Context: an optimization exercise on an open-source flow, tuned for small area, a short achievable clock period and few clock cycles. The choices shown serve that exercise and are no tape-out recipe.
Function was checked by simulation only, so behaviour that the tests miss may differ from the original.
The clock input has no modelled driver; a real chip could not lean on it and would need a root buffer or a full tree.
No activity file was given, so power comes from the tool's default toggle rates.

## lane 1
Design conversion, start of the top module:
module conversion(
	ready,postfix,
	clk,reset,load,infix
);
Size in the first run: roughly 150 flip-flops, about 20 I/O pins.
clock: 4.5 ns
lec_check: 0
cap_margin: 20
core_margin: 2
core_utilization: 40
setup_slack_margin: 2.85
slew_margin: 20
standard.sh (not shown) runs the stock make flow with config.mk's settings and CLKGATE_MAP_FILE= SYNTH_SCRIPT=/design/flow/synth_recipe.tcl, a recipe that flattens the netlist after the stock synthesis.
==> flow/flow/run.sh <==
#!/bin/bash
# Standard ORFS flow, except that the clock tree is built by flow/cts.tcl.
set -euo pipefail
# port buffers: plain buf_2 instead of the delay cell buffer_ports picks
export BUFFER_PORTS_ARGS="-buffer_cell sky130_fd_sc_hd__buf_2"
R=orfs/results/$FLOW_PLATFORM/conversion/base
bash standard.sh place > flow_place.log 2>&1
RES=$R SETUP_MARGIN=2.85 NROOT=4 NLEAF=3 ROOTBUF=sky130_fd_sc_hd__buf_16 LEAFBUF=sky130_fd_sc_hd__buf_8 \
	openroad -exit -no_init -threads $NUM_CORES flow/cts.tcl > flow_cts.log 2>&1
bash standard.sh finish > flow_finish.log 2>&1
==> flow/flow/cts.tcl <==
# Clock tree step in place of ORFS's TritonCTS: a shallow balanced tree built
# by tree.tcl (NROOT buffers on the clock port, NLEAF leaf buffers under
# each), then the same timing repair and legalisation as ORFS's cts step.
set R $::env(RES)
set margin $::env(SETUP_MARGIN)
read_liberty $::env(FLOW_HOME)/platforms/sky130hd/lib/sky130_fd_sc_hd__tt_025C_1v80.lib
read_db $R/3_place.odb
read_sdc $R/3_place.sdc
source $::env(FLOW_HOME)/platforms/sky130hd/setRC.tcl
set_dont_use [get_lib_cells {sky130_fd_sc_hd__probe_p_8 sky130_fd_sc_hd__probec_p_8 sky130_fd_sc_hd__lpflow_*}]
source [file join [file dirname [info script]] tree.tcl]
build_tree $::env(NROOT) $::env(NLEAF) $::env(ROOTBUF) $::env(LEAFBUF)
detailed_placement
estimate_parasitics -placement
set_propagated_clock [all_clocks]
report_clock_latency
repair_timing -setup_margin $margin -verbose
detailed_placement
check_placement -verbose
estimate_parasitics -placement
report_clock_latency
report_worst_slack -max
report_worst_slack -min
write_db $R/4_1_cts.odb
write_sdc -no_timestamp $R/4_cts.sdc
==> flow/flow/tree.tcl <==
# One- or two-level clock tree, built by hand: the clock port drives NROOT
# buffers; each drives NLEAF leaf buffers (or, with NLEAF 0, the flip-flops
# directly). Flip-flops are split into equal groups by recursive bisection
# of their locations, alternating x and y, so the leaves see equal loads.
proc bisect { items k axis } {
  if {$k <= 1} { return [list $items] }
  set items [lsort -integer -index $axis $items]
  set n [llength $items]
  set k1 [expr {$k / 2}]
  set n1 [expr {($n * $k1 + $k / 2) / $k}]
  set other [expr {$axis == 1 ? 2 : 1}]
  return [concat [bisect [lrange $items 0 [expr {$n1 - 1}]] $k1 $other] \
                 [bisect [lrange $items $n1 end] [expr {$k - $k1}] $other]]
}

proc centre { items } {
  set sx 0; set sy 0
  foreach s $items { incr sx [lindex $s 1]; incr sy [lindex $s 2] }
  set n [llength $items]
  return [list [expr {$sx / $n}] [expr {$sy / $n}]]
}

proc add_buf { name master innet xy } {
  set block [ord::get_db_block]
  set inst [odb::dbInst_create $block $master $name]
  set net [odb::dbNet_create $block "${name}_net"]
  $net setSigType CLOCK
  [$inst findITerm A] connect $innet
  [$inst findITerm X] connect $net
  $inst setLocation [expr {[lindex $xy 0] - [$master getWidth] / 2}] \
                    [expr {[lindex $xy 1] - [$master getHeight] / 2}]
  $inst setPlacementStatus PLACED
  return $net
}

proc build_tree { nroot nleaf root_master leaf_master } {
  set block [ord::get_db_block]
  set db [ord::get_db]
  set rm [$db findMaster $root_master]
  set lm [$db findMaster $leaf_master]
  set clk [$block findNet clk]
  set sinks {}
  foreach it [$clk getITerms] {
    set box [[$it getInst] getBBox]
    lappend sinks [list $it [expr {([$box xMin] + [$box xMax]) / 2}] [expr {([$box yMin] + [$box yMax]) / 2}]]
  }
  set roots [bisect $sinks $nroot 1]
  set r 0
  foreach rg $roots {
    set rnet [add_buf "clkroot_$r" $rm $clk [centre $rg]]
    if {$nleaf == 0} {
      foreach s $rg { set it [lindex $s 0]; $it disconnect; $it connect $rnet }
      puts "root $r: [llength $rg] sinks"
    } else {
      set l 0
      foreach lg [bisect $rg $nleaf 2] {
        set lnet [add_buf "clkleaf_${r}_$l" $lm $rnet [centre $lg]]
        foreach s $lg { set it [lindex $s 0]; $it disconnect; $it connect $lnet }
        puts "leaf $r $l: [llength $lg] sinks"
        incr l
      }
    }
    incr r
  }
}
Testbench counts of lane 1, summed over its fixed seeds: cycles 5,210.
Input changes introduced in lane 2 (baseline for comparison: lane 1):
Settings: putting TNS_END_PERCENT at 20 where nothing was set.
--- a/flow/flow/run.sh
+++ b/flow/flow/run.sh
@@ -8 +8 @@
-RES=$R SETUP_MARGIN=2.85 NROOT=4 NLEAF=3 ROOTBUF=sky130_fd_sc_hd__buf_16 LEAFBUF=sky130_fd_sc_hd__buf_8 \
+RES=$R TNS=20 SETUP_MARGIN=2.85 NROOT=4 NLEAF=2 ROOTBUF=sky130_fd_sc_hd__buf_16 LEAFBUF=sky130_fd_sc_hd__buf_16 \
--- a/flow/flow/cts.tcl
+++ b/flow/flow/cts.tcl
@@ -17 +17 @@
-repair_timing -setup_margin $margin -verbose
+repair_timing -setup_margin $margin -repair_tns $::env(TNS) -verbose
==> summary.txt <==
Max logic gate share of total power across lane 2 and lane 1: lane 1. Lane 2 improves on lane 1 in worst vdd rail ir drop. Going from lane 1 to lane 2, switching power as a share of total power went down by 0.67 points; final design instance area without fill -1.2%. Looking at setup slack after layout, lane 2 sits 0.083 ns below lane 1. ~same count of filler cells inserted in the layout in lane 2 and lane 1. Lane 1 has higher global-route met3 utilization than lane 2. The switching power on lane 2 is in line with that on lane 1.
No run of this note takes its clock network from TritonCTS; it comes from the design's own scripts or RTL.

static timing again, ports no longer ideal:
No port has a modelled driver above. Below, the same layouts with a new extraction and two added sets of constraints.
Step 1: set_driving_cell puts a clkbuf_16 on clk and a buf_2 on each other input, an assumption about the parent block.
Step 2 times the ports against the registers' clock, not the clock port: input delays grow and output delays shrink by t, the midpoint of the rising clock arrivals with the driver on.
Three values: ideal ports, drivers, drivers and shift; two values: the first two.
run | t (ns) | setup WS [ns] | worst setup path after step 2 | slew at the worst register clock pin (ns)
lane 1 | 0.338 | 2.861 / 2.790 / 2.725 | input to register | 0.09 / 0.09
lane 2 | 0.349 | 2.779 / 2.779 / 2.727 | input to register | 0.09 / 0.09
After both steps every run listed still meets setup and hold. For lane 1, which loses most, drivers alone change the setup slack by -0.071 ns; drivers and shift together by -0.136 ns.
